This design comes from an exercise in tuning for small area on the open sky130 flow, not from production work.
RTL that was checked went through simulation tests only; none was proved equivalent to the original.
Power figures rest on the tool's default switching activity, not on a simulated workload.

Setup of run 4:
// usb3_link
module usb3_link (
input	wire			local_clk,
input	wire			reset_n,
input	wire	[4:0]	ltssm_state,
input	wire			ltssm_hot_reset,
output	reg				ltssm_go_disabled,
output	reg		[2:0]	ltssm_go_u,
output	reg				ltssm_go_recovery,
input	wire	[31:0]	in_data,
input	wire	[3:0]	in_datak,
input	wire			in_active,
output	reg		[31:0]	outp_data,
output	reg		[3:0]	outp_datak,
output	reg				outp_active,
input	wire			out_stall,
input	wire	[1:0]	endp_mode_rx,
input	wire	[1:0]	endp_mode_tx,
input	wire	[6:0]	dev_addr,
output	reg				prot_rx_tp,
output	reg				prot_rx_tp_hosterr,
output	reg				prot_rx_tp_retry,
output	reg				prot_rx_tp_pktpend,
output	reg		[3:0]	prot_rx_tp_subtype,
output	reg		[3:0]	prot_rx_tp_endp,
output	reg		[4:0]	prot_rx_tp_nump,
output	reg		[4:0]	prot_rx_tp_seq,
output	reg		[15:0]	prot_rx_tp_stream,
output	reg				prot_rx_dph,
output	reg				prot_rx_dph_eob,
output	reg				prot_rx_dph_setup,
output	reg				prot_rx_dph_pktpend,
output	reg		[3:0]	prot_rx_dph_endp,
output	reg		[4:0]	prot_rx_dph_seq,
output	reg		[15:0]	prot_rx_dph_len,
output	reg				prot_rx_dpp_start,
output	reg				prot_rx_dpp_done,
output	reg				prot_rx_dpp_crcgood,
input	wire			prot_tx_tp_a,
input	wire			prot_tx_tp_a_retry,
input	wire			prot_tx_tp_a_dir,
input	wire	[3:0]	prot_tx_tp_a_subtype,
input	wire	[3:0]	prot_tx_tp_a_endp,
input	wire	[4:0]	prot_tx_tp_a_nump,
input	wire	[4:0]	prot_tx_tp_a_seq,
input	wire	[15:0]	prot_tx_tp_a_stream,
output	reg				prot_tx_tp_a_ack,
input	wire			prot_tx_tp_b,
input	wire			prot_tx_tp_b_retry,
input	wire			prot_tx_tp_b_dir,
input	wire	[3:0]	prot_tx_tp_b_subtype,
input	wire	[3:0]	prot_tx_tp_b_endp,
input	wire	[4:0]	prot_tx_tp_b_nump,
input	wire	[4:0]	prot_tx_tp_b_seq,
input	wire	[15:0]	prot_tx_tp_b_stream,
output	reg				prot_tx_tp_b_ack,
input	wire			prot_tx_tp_c,
input	wire			prot_tx_tp_c_retry,
input	wire			prot_tx_tp_c_dir,
input	wire	[3:0]	prot_tx_tp_c_subtype,
input	wire	[3:0]	prot_tx_tp_c_endp,
input	wire	[4:0]	prot_tx_tp_c_nump,
input	wire	[4:0]	prot_tx_tp_c_seq,
input	wire	[15:0]	prot_tx_tp_c_stream,
output	reg				prot_tx_tp_c_ack,
input	wire			prot_tx_dph,
input	wire			prot_tx_dph_eob,
input	wire			prot_tx_dph_dir,
input	wire	[3:0]	prot_tx_dph_endp,
input	wire	[4:0]	prot_tx_dph_seq,
input	wire	[15:0]	prot_tx_dph_len,
output	reg				prot_tx_dpp_ack,
output	reg				prot_tx_dpp_done,
output	reg		[8:0]	buf_in_addr,
output	reg		[31:0]	buf_in_data,
output	reg				buf_in_wren,
input	wire			buf_in_ready,
output	reg				buf_in_commit,
output	reg		[10:0]	buf_in_commit_len,
input	wire			buf_in_commit_ack,
output	reg		[9:0]	buf_out_addr,
input	wire	[31:0]	buf_out_q,
input	wire	[10:0]	buf_out_len,
input	wire			buf_out_hasdata,
output	reg				buf_out_arm,
input	wire			buf_out_arm_ack,
output	reg				err_lbad,
output	reg				err_lbad_recv,
output	reg				err_stuck_hpseq,
output	reg				err_lcmd_undefined,
output	reg				err_lcrd_mismatch,
output	reg				err_lgood_order,
output	reg				err_lgood_missed,
output	reg				err_pending_hp,
output	reg				err_credit_hp,
output	reg				err_hp_crc,
output	reg				err_hp_seq,
output	reg				err_hp_type,
output	reg				err_dpp_len_mismatch
);
For scale: roughly 5400 cells after synthesis, about 1500 flip-flops, about 61000 µm² of cells after synthesis.
Settings: LEC_CHECK=0, CAP_MARGIN=10, CORE_MARGIN=2, CORE_UTILIZATION=55, SLEW_MARGIN=10; clock period 8.0 ns.
standard.sh (not shown) runs the stock make flow with config.mk's settings and CLKGATE_MAP_FILE= SYNTH_SCRIPT=/design/flow/synth_recipe.tcl, a recipe that flattens the netlist after the stock synthesis.
==> flow/flow/run.sh <==
#!/bin/bash
# Own layout flow: the standard layout (standard.sh) with one change to
# synthesis. The synthesis is ORFS's synth.tcl run through synth_recipe.tcl as
# the standard flow runs it, except that the ABC technology-mapping step uses
# flow/area.abc (area-recovering mapping, no speed-driven buffering) instead of
# ORFS's abc_speed.script. Flip-flops are mapped by dfflibmap before ABC runs,
# so the registers, their names and their cell types are the standard ones.
# Each tool's output goes to its own log in this folder.
set -euo pipefail
W=$(pwd)

# synth.tcl with the ABC call replaced
sed 's|^  log_cmd abc {\*}\$abc_args$|  log_cmd abc -script '"$W"'/flow/area.abc {*}$lib_args {*}$lib_dont_use_args|' \
  "$FLOW_HOME/scripts/synth.tcl" > "$W/area_synth.tcl"
grep -q 'flow/area.abc' "$W/area_synth.tcl"
# The standard flow's synthesis wrapper, sourcing that synth.tcl
sed 's|source \$::env(SCRIPTS_DIR)/synth.tcl|source '"$W"'/area_synth.tcl|' \
  "$W/synth_recipe.tcl" > "$W/area_synth_recipe.tcl"
grep -q 'area_synth.tcl' "$W/area_synth_recipe.tcl"

# synthesis into the folder standard.sh uses, then the standard flow from there
make -C "$FLOW_HOME" DESIGN_CONFIG="$W/config.mk" WORK_HOME="$W/orfs" CLKGATE_MAP_FILE= \
  SYNTH_SCRIPT="$W/area_synth_recipe.tcl" synth > "$W/synth.log" 2>&1
# clock tree: sink clusters of up to 25 flip-flops under one clkbuf_16, and no
# dummy loads (they only balance an already small skew)
export CTS_ARGS="-sink_clustering_enable -repair_clock_nets -dont_use_dummy_load -sink_clustering_size 25 -sink_clustering_max_diameter 100 -buf_list sky130_fd_sc_hd__clkbuf_16"
# every input and output port still gets its own buffer, the smallest one
export BUFFER_PORTS_ARGS="-buffer_cell sky130_fd_sc_hd__buf_1"
bash "$W/standard.sh" > "$W/layout.log" 2>&1
test -f "$W/out/final.def"
==> flow/flow/area.abc <==
strash
dc2
&get -n
&st
&dch
&nf
&put
strash
&get -n
&st
&dc2
&syn2
&dch -f
&nf -a
&put
strash
&get -n
&st
&dc2
&syn2
&dch -f
&nf -a
&put
## Diff of input files: run 2 against run 4
-- flow/flow/run.sh --
<<< run 4, line 24
# clock tree: sink clusters of up to 25 flip-flops under one clkbuf_16, and no
# dummy loads (they only balance an already small skew)
export CTS_ARGS="-sink_clustering_enable -repair_clock_nets -dont_use_dummy_load -sink_clustering_size 25 -sink_clustering_max_diameter 100 -buf_list sky130_fd_sc_hd__clkbuf_16"
# every input and output port still gets its own buffer, the smallest one
export BUFFER_PORTS_ARGS="-buffer_cell sky130_fd_sc_hd__buf_1"
>>> run 2, line 24
# clock tree: sink clusters of up to 25 flip-flops under one clkbuf_16, and no
# dummy loads (they only balance an already small skew)
export CTS_ARGS="-sink_clustering_enable -repair_clock_nets -dont_use_dummy_load -sink_clustering_size 30 -sink_clustering_max_diameter 80 -buf_list sky130_fd_sc_hd__clkbuf_16"
# every input and output port still gets its own buffer, the smallest one
export BUFFER_PORTS_ARGS="-buffer_cell sky130_fd_sc_hd__buf_1"
Notes after the runs:
Compared with run 4, run 2 improves worst hold slack.
Run 2 and run 4 ended up with roughly the same share of power burned in combinational logic.
Taking run 4 as the reference, in run 2 via count normalized by instance count now sits at about the same level; maximum frequency now sits lower; DRC marker count from the first detailed-route iteration now sits higher; share of synthesized registers carrying an async set or reset now sits at about the same level; summed area of non-filler cells in the final layout now sits at about the same level.
Lower count of clock-buffer cells in the layout among run 4 and run 2: run 2
Diff run 4..run 2 | layout cell share with drive strength beyond 1 | negligible
The sequential share of layout area of run 2 and that of run 4 are within noise of each other.

== north ==
Another version of the RTL of usb3_link (not shown whole).
Size: roughly 5400 cells after synthesis, about 440 I/O pins, about 64000 µm² of cells after synthesis.
==> flow/config.mk <==
export PLATFORM = sky130hd
export DESIGN_NAME = usb3_link
export DESIGN_NICKNAME = usb3_link
export VERILOG_FILES = /design/flow/design.v
export SDC_FILE = /design/flow/constraint.sdc
export NUM_CORES = 4
export LEC_CHECK = 0
export CAP_MARGIN = 20
export CORE_MARGIN = 2
export CORE_UTILIZATION = 40
export SLEW_MARGIN = 20
==> flow/constraint.sdc <==
create_clock -name core_clock -period 8.0 [get_ports {local_clk}]
set_input_delay 1.6000 -clock core_clock [delete_from_list [all_inputs] [get_ports {local_clk}]]
set_output_delay 1.6000 -clock core_clock [all_outputs]
set_load 0.01 [all_outputs]
==> flow/flow/run.sh <==
#!/bin/bash
# Own layout flow: the standard layout (standard.sh) with one change to
# synthesis. The synthesis is ORFS's synth.tcl run through synth_recipe.tcl as
# the standard flow runs it, except that the ABC technology-mapping step uses
# flow/area.abc (area-recovering mapping, no speed-driven buffering) instead of
# ORFS's abc_speed.script. Flip-flops are mapped by dfflibmap before ABC runs,
# so the registers, their names and their cell types are the standard ones.
# Each tool's output goes to its own log in this folder.
set -euo pipefail
W=$(pwd)

# synth.tcl with the ABC call replaced
sed 's|^  log_cmd abc {\*}\$abc_args$|  log_cmd abc -script '"$W"'/flow/area.abc {*}$lib_args {*}$lib_dont_use_args|' \
  "$FLOW_HOME/scripts/synth.tcl" > "$W/area_synth.tcl"
grep -q 'flow/area.abc' "$W/area_synth.tcl"
# The standard flow's synthesis wrapper, sourcing that synth.tcl
sed 's|source \$::env(SCRIPTS_DIR)/synth.tcl|source '"$W"'/area_synth.tcl|' \
  "$W/synth_recipe.tcl" > "$W/area_synth_recipe.tcl"
grep -q 'area_synth.tcl' "$W/area_synth_recipe.tcl"

# synthesis into the folder standard.sh uses, then the standard flow from there
make -C "$FLOW_HOME" DESIGN_CONFIG="$W/config.mk" WORK_HOME="$W/orfs" CLKGATE_MAP_FILE= \
  SYNTH_SCRIPT="$W/area_synth_recipe.tcl" synth > "$W/synth.log" 2>&1
# clock tree: sink clusters of up to 25 flip-flops under one clkbuf_16, and no
# dummy loads (they only balance an already small skew)
export CTS_ARGS="-sink_clustering_enable -repair_clock_nets -dont_use_dummy_load -sink_clustering_size 25 -sink_clustering_max_diameter 100 -buf_list sky130_fd_sc_hd__clkbuf_16"
bash "$W/standard.sh" > "$W/layout.log" 2>&1
test -f "$W/out/final.def"
==> flow/flow/area.abc <==
strash
&get -n
&st
&dch
&nf
&put
strash
&get -n
&st
&syn2
&dch
&nf -a
&put
strash
&get -n
&st
&syn2
&dch
&nf -a
&put
Input-level comparison between south and north:
Settings: swapping 40 for 55 in CORE_UTILIZATION; putting CTS_CLUSTER_SIZE at 25 where nothing was set; putting CTS_BUF_LIST at sky130_fd_sc_hd__clkbuf_16 where nothing was set; putting CTS_CLUSTER_DIAMETER at 100 where nothing was set.
==> flow/run.sh (new file) <==
#!/bin/bash
# synth_recipe.tcl (not shown) runs the flow's synth.tcl, then flattens the netlist and writes it again
# the make line also repeats each setting of config.mk as NAME=value (left out here)
make -C /OpenROAD-flow-scripts/flow DESIGN_CONFIG=/design/flow/config.mk WORK_HOME=/design/flow/orfs CLKGATE_MAP_FILE= SYNTH_SCRIPT=/design/flow/synth_recipe.tcl finish
removed: flow/flow/run.sh
removed: flow/flow/area.abc
removed: flow/standard.sh
Findings:
From north to south the numbers moved as follows: fraction of the mapped netlist area in simple logic gates shows no meaningful change; final setup skew has decreased; final critical-path share of the clock period lower. Sort south and north by die area, ascending, and south comes first. | highest clock rate | south vs north | about 12% higher |. Power density over the cells, south vs north: up by more than 10%. Compared with north, south shows a lower share of power burned in the clock network. Est. power | south vs north | south higher.

usb3_link, a different RTL version from the one above (not shown whole).
Size in the first run: ~1600 flip-flops, roughly 440 I/O pins.
clock: 8.0 ns
lec_check: 0
cap_margin: 20
core_margin: 2
core_utilization: 40
cts_buf_list: sky130_fd_sc_hd__clkbuf_16
cts_cluster_diameter: 100
cts_cluster_size: 25
slew_margin: 20
run.sh (not shown) runs the stock make flow with config.mk's settings and CLKGATE_MAP_FILE= SYNTH_SCRIPT=/design/flow/synth_recipe.tcl, a recipe that flattens the netlist after the stock synthesis.
Stock flow here: none of the scripts above is used.
The first run finished clean.
==> next run, changes <==
CTS_BUF_LIST = sky130_fd_sc_hd__clkbuf_8   (was sky130_fd_sc_hd__clkbuf_16)
CTS_CLUSTER_DIAMETER = 60   (was 100)
CTS_CLUSTER_SIZE = 16   (was 25)
- count of clock-buffer cells in the layout goes up by 71
- area after synthesis is unchanged
- die area stays the same
- worst setup slack gets better by 0.059 ns
- global-route usage came out higher by 0.22 points
- critical path depth stays the same
- cell area climbs by 0.80%
- flip-flop and latch count does not change
- via count increases by 0.45%
- utilization grows by 0.36 points
Function was not checked in any run of this note: the RTL went through the layout flow alone.

== run A ==
usb3_link, a different RTL version from the one above (not shown whole).
Size: about 5200 cells after synthesis, ~440 I/O pins, about 0.061 mm² of cells after synthesis.
## usb3_link
module usb3_link (
input	wire			local_clk,
input	wire			reset_n,
input	wire	[4:0]	ltssm_state,
input	wire			ltssm_hot_reset,
output	reg				ltssm_go_disabled,
output	reg		[2:0]	ltssm_go_u,
output	reg				ltssm_go_recovery,
input	wire	[31:0]	in_data,
input	wire	[3:0]	in_datak,
input	wire			in_active,
output	reg		[31:0]	outp_data,
output	reg		[3:0]	outp_datak,
output	reg				outp_active,
input	wire			out_stall,
input	wire	[1:0]	endp_mode_rx,
input	wire	[1:0]	endp_mode_tx,
input	wire	[6:0]	dev_addr,
output	reg				prot_rx_tp,
output	reg				prot_rx_tp_hosterr,
output	reg				prot_rx_tp_retry,
output	reg				prot_rx_tp_pktpend,
output	reg		[3:0]	prot_rx_tp_subtype,
output	reg		[3:0]	prot_rx_tp_endp,
output	reg		[4:0]	prot_rx_tp_nump,
output	reg		[4:0]	prot_rx_tp_seq,
output	reg		[15:0]	prot_rx_tp_stream,
output	reg				prot_rx_dph,
output	reg				prot_rx_dph_eob,
output	reg				prot_rx_dph_setup,
output	reg				prot_rx_dph_pktpend,
output	reg		[3:0]	prot_rx_dph_endp,
output	reg		[4:0]	prot_rx_dph_seq,
output	reg		[15:0]	prot_rx_dph_len,
output	reg				prot_rx_dpp_start,
output	reg				prot_rx_dpp_done,
output	reg				prot_rx_dpp_crcgood,
input	wire			prot_tx_tp_a,
input	wire			prot_tx_tp_a_retry,
input	wire			prot_tx_tp_a_dir,
input	wire	[3:0]	prot_tx_tp_a_subtype,
input	wire	[3:0]	prot_tx_tp_a_endp,
input	wire	[4:0]	prot_tx_tp_a_nump,
input	wire	[4:0]	prot_tx_tp_a_seq,
input	wire	[15:0]	prot_tx_tp_a_stream,
output	reg				prot_tx_tp_a_ack,
input	wire			prot_tx_tp_b,
input	wire			prot_tx_tp_b_retry,
input	wire			prot_tx_tp_b_dir,
input	wire	[3:0]	prot_tx_tp_b_subtype,
input	wire	[3:0]	prot_tx_tp_b_endp,
input	wire	[4:0]	prot_tx_tp_b_nump,
input	wire	[4:0]	prot_tx_tp_b_seq,
input	wire	[15:0]	prot_tx_tp_b_stream,
output	reg				prot_tx_tp_b_ack,
input	wire			prot_tx_tp_c,
input	wire			prot_tx_tp_c_retry,
input	wire			prot_tx_tp_c_dir,
input	wire	[3:0]	prot_tx_tp_c_subtype,
input	wire	[3:0]	prot_tx_tp_c_endp,
input	wire	[4:0]	prot_tx_tp_c_nump,
input	wire	[4:0]	prot_tx_tp_c_seq,
input	wire	[15:0]	prot_tx_tp_c_stream,
output	reg				prot_tx_tp_c_ack,
input	wire			prot_tx_dph,
input	wire			prot_tx_dph_eob,
  ...
export LEC_CHECK = 0
export CAP_MARGIN = 0
export CORE_MARGIN = 2
export CORE_UTILIZATION = 55
export SLEW_MARGIN = 0
create_clock -name core_clock -period 8.0 [get_ports {local_clk}]
standard.sh (not shown) runs the stock make flow with config.mk's settings and CLKGATE_MAP_FILE= SYNTH_SCRIPT=/design/flow/synth_recipe.tcl, a recipe that flattens the netlist after the stock synthesis.
==> flow/flow/run.sh <==
#!/bin/bash
# Own layout flow: the standard layout (standard.sh) with one change to
# synthesis. The synthesis is ORFS's synth.tcl run through synth_recipe.tcl as
# the standard flow runs it, except that the ABC technology-mapping step uses
# flow/area.abc (area-recovering mapping, no speed-driven buffering) instead of
# ORFS's abc_speed.script. Flip-flops are mapped by dfflibmap before ABC runs,
# so the registers, their names and their cell types are the standard ones.
# Each tool's output goes to its own log in this folder.
set -euo pipefail
W=$(pwd)

# synth.tcl with the ABC call replaced
sed 's|^  log_cmd abc {\*}\$abc_args$|  log_cmd abc -script '"$W"'/flow/area.abc {*}$lib_args {*}$lib_dont_use_args|' \
  "$FLOW_HOME/scripts/synth.tcl" > "$W/area_synth.tcl"
grep -q 'flow/area.abc' "$W/area_synth.tcl"
# The standard flow's synthesis wrapper, sourcing that synth.tcl
sed 's|source \$::env(SCRIPTS_DIR)/synth.tcl|source '"$W"'/area_synth.tcl|' \
  "$W/synth_recipe.tcl" > "$W/area_synth_recipe.tcl"
grep -q 'area_synth.tcl' "$W/area_synth_recipe.tcl"

# synthesis into the folder standard.sh uses, then the standard flow from there
make -C "$FLOW_HOME" DESIGN_CONFIG="$W/config.mk" WORK_HOME="$W/orfs" CLKGATE_MAP_FILE= \
  SYNTH_SCRIPT="$W/area_synth_recipe.tcl" synth > "$W/synth.log" 2>&1
# clock tree: sink clusters of up to 25 flip-flops under one clkbuf_16, and no
# dummy loads (they only balance an already small skew)
export CTS_ARGS="-sink_clustering_enable -repair_clock_nets -dont_use_dummy_load -sink_clustering_size 25 -sink_clustering_max_diameter 100 -buf_list sky130_fd_sc_hd__clkbuf_16"
# every input and output port still gets its own buffer, the smallest one
export BUFFER_PORTS_ARGS="-buffer_cell sky130_fd_sc_hd__buf_1"
bash "$W/standard.sh" > "$W/layout.log" 2>&1
test -f "$W/out/final.def"
==> flow/flow/area.abc <==
strash
dc2
&get -n
&st
&dch
&nf
&put
strash
&get -n
&st
&dc2
&syn2
&dch -f
&nf -a
&put
strash
&get -n
&st
&dc2
&syn2
&dch -f
&nf -a
&put
Relative to run A, the following input files were edited for run B:
diff --git a/flow/flow/run.sh b/flow/flow/run.sh
--- a/flow/flow/run.sh
+++ b/flow/flow/run.sh
@@ -5 +5,2 @@
-# flow/area.abc (area-recovering mapping, no speed-driven buffering) instead of
+# flow/area.abc (AIG restructuring with &deepsyn, twice for at most 120 s,
+# and area-recovering mapping, no speed-driven buffering) instead of
diff --git a/flow/flow/area.abc b/flow/flow/area.abc
--- a/flow/flow/area.abc
+++ b/flow/flow/area.abc
@@ -4,0 +5 @@
+&deepsyn -T 120
@@ -23,0 +25,7 @@
+strash
+&get -n
+&st
+&deepsyn -T 120
+&dch -f
+&nf -a
+&put
### Flow results
In the metrics for run B and run A, the one carrying the higher number of signal-net buffers in the layout is run A. Compared to run A, run B reaches a higher achievable clock. The run showing the greater setup slack is run B. When run B is measured against run A, its number of cells produced by synthesis turns out 453 lower. Count of fill cells added during filler insertion in run B vs run A: down 2.9%. Die area, run B vs run A: down by a few percent. In the reports for run B and run A, the larger cell-internal power belongs to run B. Run A and run B ended up with roughly the same worst setup skew after layout. Run B -> run A: max-capacitance violation count flat. For the largest net degree at the start of global routing, run B came in 37 lower than run A did. Relative to run A, the height of the die measured on run B has decreased slightly.
#### Input delta (run C over run B)
diff --git a/flow/flow/run.sh b/flow/flow/run.sh
--- a/flow/flow/run.sh
+++ b/flow/flow/run.sh
@@ -5 +5 @@
-# flow/area.abc (AIG restructuring with &deepsyn, twice for at most 120 s,
+# flow/area.abc (AIG restructuring with &deepsyn, twice for at most 240 s,
diff --git a/flow/flow/area.abc b/flow/flow/area.abc
--- a/flow/flow/area.abc
+++ b/flow/flow/area.abc
@@ -5 +5 @@
-&deepsyn -T 120
+&deepsyn -T 240
@@ -28 +28 @@
-&deepsyn -T 120
+&deepsyn -T 240
==> run summary <==
- Timing, DRC, antenna: 0 failures across run B and run C
- Run C vs. run B: utilization after layout neither gained nor lost much; total CTS buffers picked up an extra 1.
- Run B has a lower fraction of power consumed by the clock network than run C.
- Count of non-CTS inverters in the layout: run B and run C compared, lower one is run B
- Where wire length of the first global-routing pass is concerned, run B is better than run C.
- In terms of met1 routing resource usage after global routing, run B and run C differ only marginally.
- The post-synthesis to final-layout area growth of run C and that of run B are within noise of each other.
- Looking at run B and run C, the final net count is a wash.
The inputs of run D differ from those of run C as listed below.
diff --git a/flow/flow/run.sh b/flow/flow/run.sh
--- a/flow/flow/run.sh
+++ b/flow/flow/run.sh
@@ -5,2 +5,2 @@
-# flow/area.abc (AIG restructuring with &deepsyn, twice for at most 240 s,
-# and area-recovering mapping, no speed-driven buffering) instead of
+# flow/area.abc (AIG restructuring with &deepsyn for at most 60 s, then
+# area-recovering mapping, no speed-driven buffering) instead of
==> flow/flow/area.abc <==
strash
dc2
&get -n
&st
&deepsyn -T 60
&dch
&nf
&put
strash
&get -n
&st
&dc2
&syn2
&dch -f
&nf -a
&put
strash
&get -n
&st
&dc2
&syn2
&dch -f
&nf -a
&put
Findings:
- Run D finished end to end and its layout was clean on timing, DRC and antenna.
- Going from run C to run D, the worst hold slack was found to have gone down by 0.022 ns.
- Taking run C as the reference, in run D mux cell area share after synthesis picked up an extra 1.1 points, clock-pin slew reported for the worst setup and hold paths after clock tree synthesis neither gained nor lost much.
- Relative to run C, minimum clock period increased by 0.92 ns in run D.
- In run D, the pin slew with the least headroom to its limit came out 0.067 ns above the value in run C.
- Of run D and run C, run D shows the higher routed wire length, with run C below it.

[static timing again, ports no longer ideal]
In the flow no input, the clock included, has a driving cell. The finished layouts below were timed again as built, in two steps. Step 1, drivers: a clkbuf_16 drives local_clk and a buf_2 each remaining input, both assumed. Step 2 also shifts input and output timing later by t, the mid clock arrival at the registers, as if the neighbouring blocks saw the same clock. Three values: no drivers, after step 1, after step 2; two values: the first two.
run | t, ns | setup slack, ns | worst hold slack (ns) | latest minus earliest clock arrival (ns) | slew at the worst register clock pin (ns)
run 4 | 0.738 | 1.887 / 1.887 / 1.887 | 0.313 / 0.313 / 0.313 | 0.088 / 0.088 | 0.10 / 0.10
run 2 | 0.723 | 1.859 / 1.859 / 1.859 | 0.326 / 0.326 / 0.326 | 0.112 / 0.112 | 0.12 / 0.12
north | 0.774 | 1.728 / 1.728 / 1.728 | 0.268 / 0.268 / 0.268 | 0.101 / 0.102 | 0.11 / 0.11
south | 0.755 | 2.393 / 2.393 / 2.393 | 0.317 / 0.317 / 0.317 | 0.035 / 0.036 | 0.11 / 0.11
the first run of note 3 | 0.810 | 2.749 / 2.749 / 2.749 | 0.327 / 0.327 / 0.327 | 0.069 / 0.069 | 0.11 / 0.11
the second run of note 3 | 1.014 | 2.808 / 2.808 / 2.808 | 0.323 / 0.323 / 0.323 | 0.069 / 0.069 | 0.11 / 0.11
run A | 0.732 | 1.554 / 1.554 / 1.554 | 0.325 / 0.325 / 0.325 | 0.072 / 0.073 | 0.11 / 0.11
run B | 0.723 | 2.406 / 2.406 / 2.406 | 0.325 / 0.325 / 0.325 | 0.091 / 0.091 | 0.11 / 0.11
run C | 0.727 | 2.736 / 2.736 / 2.476 | 0.296 / 0.296 / 0.296 | 0.088 / 0.088 | 0.10 / 0.10
run D | 0.724 | 1.814 / 1.814 / 1.814 | 0.274 / 0.274 / 0.274 | 0.124 / 0.124 | 0.10 / 0.10
After both steps setup and hold are still met in every run listed. For run C, which loses most, drivers alone change the setup slack by 0.000 ns; drivers and shift together by -0.260 ns.
